Context: an optimization exercise on an open-source flow, tuned for small area. The choices shown serve that exercise and are no tape-out recipe. Function was checked by simulation only, so behaviour that the tests miss may differ from the original. Power figures rest on the tool's default switching activity, not on a simulated workload.

oak:
==> flow/design.v <==
`default_nettype none
module fp_add (
    input  var logic        clk,
    input  var logic        rst,
    input  var logic        valid_i,
    input  var logic [31:0] num_a_i,
    input  var logic [31:0] num_b_i,
    output var logic [31:0] num_o,
    output var logic        valid_o
);
function automatic logic [24:0] add24(input logic [23:0] a, input logic [23:0] b, input logic ci);
    logic [23:0] g, p, gg, pp;
    logic [24:0] c;
    g  = a & b;
    p  = a ^ b;
    gg = g;
    pp = p;
    gg[0] = g[0] | (p[0] & ci);
    for (int d = 1; d < 24; d = d * 2)
        for (int i = 2 * d - 1; i < 24; i = i + 2 * d) begin
            gg[i] = gg[i] | (pp[i] & gg[i-d]);
            pp[i] = pp[i] & pp[i-d];
        end
    for (int d = 8; d >= 1; d = d / 2)
        for (int i = 3 * d - 1; i < 24; i = i + 2 * d) begin
            gg[i] = gg[i] | (pp[i] & gg[i-d]);
            pp[i] = pp[i] & pp[i-d];
        end
    c[0] = ci;
    for (int i = 0; i < 24; i++)
        c[i+1] = gg[i];
    add24 = { c[24], p ^ c[23:0] };
endfunction
function automatic logic [23:0] or_below(input logic [23:0] v);
    logic [23:0] o;
    o = v;
    for (int d = 1; d < 24; d = d * 2)
        for (int i = 2 * d - 1; i < 24; i = i + 2 * d)
            o[i] = o[i] | o[i-d];
    for (int d = 8; d >= 1; d = d / 2)
        for (int i = 3 * d - 1; i < 24; i = i + 2 * d)
            o[i] = o[i] | o[i-d];
    or_below = { o[22:0], 1'b0 };
endfunction
logic        sa, sb;
logic [7:0]  ea, eb, xa, xb;
logic        za, zb;
logic        a_big;        
logic [8:0]  dab;
logic [7:0]  dba, d;
logic        sat;
logic [23:0] ma, mb, my, my_sh;
always_comb begin
    sa = num_a_i[31];
    sb = num_b_i[31];
    ea = num_a_i[30:23];
    eb = num_b_i[30:23];
    za = ea == '0;
    zb = eb == '0;
    xa = { ea[7:1], ea[0] | za };
    xb = { eb[7:1], eb[0] | zb };
    ma = { ~za, num_a_i[22:0] };
    mb = { ~zb, num_b_i[22:0] };
    a_big = { xa, sb } > { xb, 1'b0 };
    dab = { 1'b0, xa } - { 1'b0, xb };
    dba = xb - xa;
    d   = dab[8] ? dba : dab[7:0];
    sat = d[7:5] != '0;    
    my    = a_big ? mb : ma;
    my_sh = my;
    if (d[0]) my_sh = { 1'b0, my_sh[23:1] };
    if (d[1]) my_sh = { 2'b0, my_sh[23:2] };
    if (d[2]) my_sh = { 4'b0, my_sh[23:4] };
    if (d[3]) my_sh = { 8'b0, my_sh[23:8] };
    if (d[4] | sat) my_sh = { 16'b0, my_sh[23:16] & {8{~sat}} };
end
logic        valid_p1;
logic        sx_p1;
logic        sub_p1;
logic [7:0]  h_p1;
logic [23:0] mx_p1;
logic [23:0] my_p1;
always_ff @(posedge clk) begin
    sx_p1  <= a_big ? sa : sb;
    sub_p1 <= sa ^ sb;
    h_p1   <= a_big ? xa : xb;
    mx_p1  <= a_big ? ma : mb;
    my_p1  <= my_sh;
end
always_ff @(posedge clk)
    if (rst)
        valid_p1 <= '0;
    else
        valid_p1 <= valid_i;
logic [24:0] sum;
logic        neg;          
logic [23:0] below;        
logic [23:0] r;
logic        cout;
logic        top;          
always_comb begin
    sum  = add24(mx_p1, my_p1 ^ {24{sub_p1}}, sub_p1);
    neg  = sub_p1 & ~sum[24];
    cout = sum[24] & ~sub_p1;
    top  = cout & (h_p1 == 8'd254);
    below = or_below(mx_p1 ^ my_p1);
    r = sum[23:0] ^ (below & {24{neg}});
end
logic [23:0] r_p2;
logic        c_p2;
logic        s_p2;
logic [7:0]  h1_p2;        
always_ff @(posedge clk) begin
    r_p2  <= r | {24{top}};
    c_p2  <= cout & ~top;
    s_p2  <= sx_p1 ^ neg;
    h1_p2 <= h_p1 + 8'd1;
end
always_ff @(posedge clk)
    if (rst)
        valid_o <= '0;
    else
        valid_o <= valid_p1;
logic [24:0] w, w_n;
logic [4:0]  lz;
logic        zero;
logic [7:0]  e_o;
always_comb begin
    w = { c_p2, r_p2 };
    lz = '0;
    for (int i = 0; i < 25; i++)
        if (w[i])
            lz = 5'(24 - i);
    zero = w == '0;
    w_n  = w;
    if (lz[4]) w_n = { w_n[8:0], 16'b0 };
    if (lz[3]) w_n = { w_n[16:0], 8'b0 };
    if (lz[2]) w_n = { w_n[20:0], 4'b0 };
    if (lz[1]) w_n = { w_n[22:0], 2'b0 };
    if (lz[0]) w_n = { w_n[23:0], 1'b0 };
    e_o  = zero ? 8'd0 : h1_p2 - 8'(lz);
    num_o = { s_p2, e_o, w_n[23:1] };
end
endmodule
`resetall
export LEC_CHECK = 0
export ABC_AREA = 1
export CAP_MARGIN = 20
export CORE_MARGIN = 2
export CORE_UTILIZATION = 40
export CTS_BUF_LIST = sky130_fd_sc_hd__clkbuf_8
export SLEW_MARGIN = 20
create_clock -name core_clock -period 4.7 [get_ports {clk}]
standard.sh (not shown) runs the stock make flow with config.mk's settings and CLKGATE_MAP_FILE= SYNTH_SCRIPT=/design/flow/synth_recipe.tcl, a recipe that flattens the netlist after the stock synthesis.
==> flow/flow/run.sh <==
#!/bin/bash
# Layout flow: the standard synthesis, then the combinational logic is
# re-mapped by ABC with an area-recovering script (flip-flops are kept as
# blackboxes, so every register keeps its name and cell), then the standard
# ORFS layout with plain buf_1 cells as the port buffers.
set -euo pipefail
here=$(pwd)
res=$here/orfs/results/$FLOW_PLATFORM/fp_add/base
log=$here/orfs/logs/$FLOW_PLATFORM/fp_add/base
lib=$FLOW_HOME/platforms/$FLOW_PLATFORM/lib/sky130_fd_sc_hd__tt_025C_1v80.lib

bash standard.sh synth > standard_synth.log 2>&1

# the same don't-use list the standard synthesis gave abc
dont_use=$(grep -o -- '-dont_use [A-Za-z0-9_]*' $log/1_2_yosys.log | sort -u | tr '\n' ' ')
cp $res/1_2_yosys.v $here/standard_1_2_yosys.v
cat > $here/remap.ys <<EOT
read_liberty -ignore_miss_func $lib
read_verilog $here/standard_1_2_yosys.v
hierarchy -top $FLOW_TOP
blackbox sky130_fd_sc_hd__df* sky130_fd_sc_hd__dl* sky130_fd_sc_hd__sdf* sky130_fd_sc_hd__edf*
flatten
opt_clean
techmap
opt -fast
abc -script $here/flow/remap.abc -liberty $lib $dont_use
opt_clean -purge
stat -liberty $lib
write_verilog -noattr -noexpr -nohex -nodec $res/1_2_yosys.v
EOT
yosys -l $here/remap.log -q $here/remap.ys > /dev/null 2>&1
rm -f $res/1_synth.odb $res/1_synth.sdc

export BUFFER_PORTS_ARGS="-buffer_cell sky130_fd_sc_hd__buf_1"
bash standard.sh > standard_finish.log 2>&1
==> flow/flow/remap.abc <==
&get -n
&st
&dch
&nf -p -F 6 -A 3
&put
buffer -c
topo
upsize -c
dnsize -c
Input-level comparison between pine and oak:
diff --git a/flow/design.v b/flow/design.v
--- a/flow/design.v
+++ b/flow/design.v
@@ -7,9 +7,10 @@
     input  var logic [31:0] num_b_i,
     output var logic [31:0] num_o,
     output var logic        valid_o
 );
-function automatic logic [24:0] add24(input logic [23:0] a, input logic [23:0] b, input logic ci);
+function automatic logic [24:0] add24(input logic [23:0] a, input logic [23:0] b, input logic ci,
+                                      output logic [23:0] pa);
     logic [23:0] g, p, gg, pp;
     logic [24:0] c;
     g  = a & b;
     p  = a ^ b;
@@ -28,20 +29,10 @@
         end
     c[0] = ci;
     for (int i = 0; i < 24; i++)
         c[i+1] = gg[i];
+    pa = pp;
     add24 = { c[24], p ^ c[23:0] };
-endfunction
-function automatic logic [23:0] or_below(input logic [23:0] v);
-    logic [23:0] o;
-    o = v;
-    for (int d = 1; d < 24; d = d * 2)
-        for (int i = 2 * d - 1; i < 24; i = i + 2 * d)
-            o[i] = o[i] | o[i-d];
-    for (int d = 8; d >= 1; d = d / 2)
-        for (int i = 3 * d - 1; i < 24; i = i + 2 * d)
-            o[i] = o[i] | o[i-d];
-    or_below = { o[22:0], 1'b0 };
 endfunction
 logic        sa, sb;
 logic [7:0]  ea, eb, xa, xb;
 logic        za, zb;
@@ -93,18 +84,19 @@
     else
         valid_p1 <= valid_i;
 logic [24:0] sum;
 logic        neg;          
+logic [23:0] pa;           
 logic [23:0] below;        
 logic [23:0] r;
 logic        cout;
 logic        top;          
 always_comb begin
-    sum  = add24(mx_p1, my_p1 ^ {24{sub_p1}}, sub_p1);
+    sum  = add24(mx_p1, my_p1 ^ {24{sub_p1}}, sub_p1, pa);
     neg  = sub_p1 & ~sum[24];
     cout = sum[24] & ~sub_p1;
     top  = cout & (h_p1 == 8'd254);
-    below = or_below(mx_p1 ^ my_p1);
+    below = ~{ pa[22:0], 1'b1 };
     r = sum[23:0] ^ (below & {24{neg}});
 end
 logic [23:0] r_p2;
 logic        c_p2;
Summary of pine over oak: number of violations reported at the end of detailed-routing iteration 0 moved down; highest achievable clock rate grew by about 1.1%.
Total power after layout | pine above oak
Looking at sum of routed wire length over all layers across both flows, pine is the stronger of the two, with oak trailing.
oak has higher final instance area than pine.
Between oak and pine, the flow reports mapped cell area decreasing by a few percent.
Compared with oak, pine shows worst setup slack higher by 0.047 ns.

afterwards: timing with drivers on the ports:
The flow's constraints put no driver on any port. The routed layouts listed below were extracted and timed again, unchanged, in two steps.
Step 1 assumes that a clkbuf_16 drives the clock port and a buf_2 every other input.
Step 2 adds t to the input delays and takes it off the output delays; t is the mean of the earliest and latest rising clock arrival at the registers after step 1. Input paths then give back, and output paths get back, about the clock's delay inside the block.
Three values: ideal, step 1, step 2; two values: the first two.
| run | t, ns | setup WS [ns] | worst data-port slew with drivers (ns) |
|---|---|---|---|
| oak | 0.403 | 0.269 / 0.232 / 0.136 | 0.03 |
| pine | 0.395 | 0.316 / 0.283 / -0.001 | 0.03 |
Met with ideal ports but missed after step 2: setup timing in pine. For pine, which loses most, drivers alone change the setup slack by -0.033 ns; drivers and shift together by -0.317 ns.
